What follows belongs to an exercise in optimizing a design on an open flow for small area and a short achievable clock period; a production flow would make more cautious choices.
The RTL was checked by simulation tests, not by an equivalence proof against the original design.

`flow/config.mk`:
```
export PLATFORM = sky130hd
export DESIGN_NAME = det_4x4
export DESIGN_NICKNAME = det_4x4
export VERILOG_FILES = /design/flow/design.v
export SDC_FILE = /design/flow/constraint.sdc
export NUM_CORES = 4
export LEC_CHECK = 0
export CAP_MARGIN = 20
export CORE_MARGIN = 2
export CORE_UTILIZATION = 45
export PLACE_DENSITY = 0.6
export SLEW_MARGIN = 20
```
`flow/constraint.sdc`:
```
create_clock -name core_clock -period 45.0 [get_ports {clk}]
set_input_delay 9.0000 -clock core_clock [delete_from_list [all_inputs] [get_ports {clk}]]
set_output_delay 9.0000 -clock core_clock [all_outputs]
set_load 0.01 [all_outputs]
```
`flow/design.v`:
```
module det_4x4(
    input clk,
    input [127:0] A,
    output reg signed [7:0] det,
    output reg overflow_flag
);
    wire signed [7:0] a, b, c, d, e, f, g, h, i, j, k, l, m, n, o, p;
    reg signed [31:0] M1, M2, M3, M4;
    reg signed [39:0] det_temp;
    assign a = A[127:120];
    assign b = A[119:112];
    assign c = A[111:104];
    assign d = A[103:96];
    assign e = A[95:88];
    assign f = A[87:80];
    assign g = A[79:72];
    assign h = A[71:64];
    assign i = A[63:56];
    assign j = A[55:48];
    assign k = A[47:40];
    assign l = A[39:32];
    assign m = A[31:24];
    assign n = A[23:16];
    assign o = A[15:8];
    assign p = A[7:0];
    function signed [15:0] bit_mult;
        input signed [7:0] a, b;
        begin
            bit_mult = 0;
            if (b[0]) bit_mult = bit_mult + a;
            if (b[1]) bit_mult = bit_mult + (a <<< 1);
            if (b[2]) bit_mult = bit_mult + (a <<< 2);
            if (b[3]) bit_mult = bit_mult + (a <<< 3);
            if (b[4]) bit_mult = bit_mult + (a <<< 4);
            if (b[5]) bit_mult = bit_mult + (a <<< 5);
            if (b[6]) bit_mult = bit_mult + (a <<< 6);
            if (b[7]) bit_mult = bit_mult - (a <<< 7);   
        end
    endfunction
    function signed [39:0] bit_mult_w;
        input signed [7:0] a;
        input signed [31:0] b;
        begin
            bit_mult_w = 0;
            if (a[0]) bit_mult_w = bit_mult_w + b;
            if (a[1]) bit_mult_w = bit_mult_w + (b <<< 1);
            if (a[2]) bit_mult_w = bit_mult_w + (b <<< 2);
            if (a[3]) bit_mult_w = bit_mult_w + (b <<< 3);
            if (a[4]) bit_mult_w = bit_mult_w + (b <<< 4);
            if (a[5]) bit_mult_w = bit_mult_w + (b <<< 5);
            if (a[6]) bit_mult_w = bit_mult_w + (b <<< 6);
            if (a[7]) bit_mult_w = bit_mult_w - (b <<< 7);   
        end
    endfunction
    always @(posedge clk) begin
        M1 = bit_mult_w(f, (bit_mult(k, p) - bit_mult(l, o)))
           - bit_mult_w(g, (bit_mult(j, p) - bit_mult(l, n)))
           + bit_mult_w(h, (bit_mult(j, o) - bit_mult(k, n)));
        M2 = bit_mult_w(e, (bit_mult(k, p) - bit_mult(l, o)))
           - bit_mult_w(g, (bit_mult(i, p) - bit_mult(l, m)))
           + bit_mult_w(h, (bit_mult(i, o) - bit_mult(k, m)));
        M3 = bit_mult_w(e, (bit_mult(j, p) - bit_mult(l, n)))
           - bit_mult_w(f, (bit_mult(i, p) - bit_mult(l, m)))
           + bit_mult_w(h, (bit_mult(i, n) - bit_mult(j, m)));
        M4 = bit_mult_w(e, (bit_mult(j, o) - bit_mult(k, n)))
           - bit_mult_w(f, (bit_mult(i, o) - bit_mult(k, m)))
           + bit_mult_w(g, (bit_mult(i, n) - bit_mult(j, m)));
        det_temp = bit_mult_w(a, M1) - bit_mult_w(b, M2) + bit_mult_w(c, M3) - bit_mult_w(d, M4);
        det = det_temp[7:0];
        if (det_temp > 127 || det_temp < -128)
            overflow_flag = 1;
        else
            overflow_flag = 0;
    end
endmodule
```
`flow/run.sh`:
```
#!/bin/bash
# synth_recipe.tcl (not shown) runs the flow's synth.tcl, then flattens the netlist and writes it again
# the make line also repeats each setting of config.mk as NAME=value (left out here)
make -C /OpenROAD-flow-scripts/flow DESIGN_CONFIG=/design/flow/config.mk WORK_HOME=/design/flow/orfs CLKGATE_MAP_FILE= SYNTH_SCRIPT=/design/flow/synth_recipe.tcl finish
```
==> flow_summary.yaml <==
run_status:
  status: "timing/DRC/antenna clean"
detailed_routing:
  drtIter0Drc: 14400
  vias: 224000
  routed_via_density: 5.79
  ant_nets: 0
  wire_per_inst_um: 20.5
  routed_wl_um: 794000
  drc: 0
  dr.pass1.iters: 6
global_routing:
  track_usage_pct: 30.5
  antenna_found_initial: 30
  grt_pass1_wl_um: 1200000
  grt_pass1_vias: 208000
  grt_start_max_net_pins: 125
  grt-ovfl-total: 0
layout:
  area_growth_syn_to_layout_pct: 7.92
  finish.instance_area_sq_um: 237000
  drive_gt1_share_pct: 8.75
  design.final.nets: 36900
synth:
  synth.cell_area_sq_um: 220000
  synth_common_cells: "ha_1 (4,155), a21oi_1 (4,011), nor2_1 (2,978), inv_1 (2,885), o21ai_0 (2,719)"
  syn_nets: 36500
  synth_ff_type: "dfxtp_1"
  synth_top_area_share_pct: 23.6
  synth-seq-cells: 9
  postSynthCellCount: 31800
  synthTopCellsByArea: "ha_1 (24%), xnor2_1 (9.9%), a21oi_1 (9.1%), o21ai_0 (6.2%), nor2_1 (5.1%)"
  yosysMostFrequentCell: "ha_1"
  avgSynthCellArea_sq_um: 6.91
  synth_edf_count: 0
  synth_cell_types: 107
  ys_warn_count: 1
  synth_top_cell_by_area: "ha_1"
  seq_area_frac_synth_pct: 0.0819
  async_flop_share_pct: 0
sta:
  hold_slack_ns: 10.0
  hold_viol: 0
  min_period_over_period_pct: 96.0
  tightest_slew_ns: 1.20
  setup-tns-final_ns: 0
  fmax_mhz: 23.2
  slew_violations: 0
  timing.max_slew.rel_slack_pct: 19.8
  finalSetupViolations: 0
  worst_slack_ns: 1.82
  period_needed_ns: 43.18
placed_design:
  port_buffers: 137
  dp_worst_setup_slack_ns: 0.106
  place_congestion: 1.01
  place_area_sq_um: 234000
  detailed_place_hpwl_um: 675000
clock_tree:
  clk_pin_slew_worst_paths_ns: 0.04
  cts-hold-fix-buffers: 0
  cts_tree: "done"
  htree_levels: 1
  cts_sinks: 9
  cts_buffers: 3
  clockBufferDepth: 2
  root_buffer: "clkbuf_16"
setup_path:
  critPathArrivalTime_ns: 43.29
  crit_fanout: 6
  critPathSlowestCell: "fa_1"
  worstSetupStartpointType: "input port"
  critPathMostFrequentCell: "ha_1"
  cpPeakStageDelay_ns: 0.60
  worstPathRequired_ns: 45.11
  critPathCaptureType: "flip-flop"
  crit_type: "input port to flip-flop"
floorplan:
  die_h_um: 703
  core-area_sq_um: 487000
  dieArea_sq_um: 494000
  die_w_um: 703
  start_util_pct: 45.2
  fp-row-count: 256
  io_pins: 138
hold_path:
  min_path_cells: 1
  hold_class: "flip-flop to primary output"
flow_run:
  maxCapViolCount: 0
==> metal layers <==
metal	track usage, %	vias to the layer above	part of all wire (%)
li1	-	114000	-
met1	38.2	104000	43
met2	52.0	4879	45
met3	2.30	1118	4.6
met4	16.9	18	6.7
met5	0	-	0.016
==> logic make-up after synthesis <==
kind of cell    share of synthesized area, %
compound gates                          29.8
simple gates                            16.6
fa+ha+maj                               27.3
buf+inv                                 6.50
xor+xnor                                13.8
mux                                     5.94
flops                                 0.0819
==> worst paths after layout <==
kind	from	to	slack, ns
worst min-delay path	det[2]$_DFF_P_	det[2]	10.0
worst max-delay path	A[57]	overflow_flag$_DFF_P_	1.82
==> metrics by stage <==
stage,util (%),cells
final,48.8,38700
after CTS,48.2,38600
after floorplan,-,31800
after detailed placement,48.2,38600
after global placement,48.2,38600
after global routing,48.8,38700
==> worst max-delay path, delay by kind of cell <==
kind                       cells  cell delay [ns]
xor gates and xnor gates      26             4.58
adders and majority gates     28             9.46
muxes                          8             1.98
AOI/OAI and AO/OA             49             8.32
and+or+nand+nor               45             6.75
buffers and inverters         28             3.11
==> final cells by class <==
cell class / count / area (sq um)
Clock buffer: 4 / 78.8
Fill cell: 49500 / 249000
Antenna cell: 17 / 42.5
Tap cell: 6450 / 8070
Sequential cell: 9 / 180
Inverter: 2917 / 11000
Multi-Input combinational cell: 28000 / 208000
Timing Repair Buffer: 1258 / 9790
==> cells in the final DEF (no fill, tap or decap), types with 371 or more instances in the layout <==
| cell type | n |
|---|---|
| nand3_1 | 371 |
| nand2_1 | 2100 |
| buf_4 | 1108 |
| nor3_1 | 481 |
| fa_1 | 404 |
| o21a_1 | 559 |
| ha_1 | 4128 |
| xnor2_1 | 2435 |
| xor2_1 | 887 |
| o21ai_0 | 2554 |
| o21bai_1 | 1080 |
| nor2_1 | 2976 |
| nand2b_1 | 516 |
| nor2b_1 | 480 |
| inv_1 | 2861 |
| a21oi_1 | 3848 |
| mux2_2 | 897 |
| a21o_1 | 1099 |
==> sequential cells by signal, summed over array words and instances, names as in the netlist <==
register and cells:
det 8, overflow_flag 1
==> what timing repair did <==
action                                  4_1_cts  5_1_grt
endpoints found under the setup margin        0        1
resized for setup                             0      671
buffers inserted                              0       67

port drivers added, routing unchanged:
How much do the figures lean on ideal ports? The routed layout below was timed once more, with nothing changed but the port constraints.
Step 1 (the two cells are an assumption about what drives the block):
set clk [get_ports {clk}]
set_driving_cell -lib_cell sky130_fd_sc_hd__clkbuf_16 $clk
set_driving_cell -lib_cell sky130_fd_sc_hd__buf_2 [delete_from_list [all_inputs] $clk]
Step 2 adds t to the input delays and takes it off the output delays; t is the mean of the earliest and latest rising clock arrival at the registers after step 1. Input paths then give back, and output paths get back, about the clock's delay inside the block.
Three values: no drivers, after step 1, after step 2; two values: the first two.
shift t [ns]: 0.265
slack for setup (ns): 1.818 / 1.820 / 1.555
clock arrival spread, ns: 0.002 / 0.002
pins driven straight from the clock port: 1
After both steps setup and hold are still met in this run. For this run, drivers alone change the setup slack by +0.002 ns; drivers and shift together by -0.263 ns.
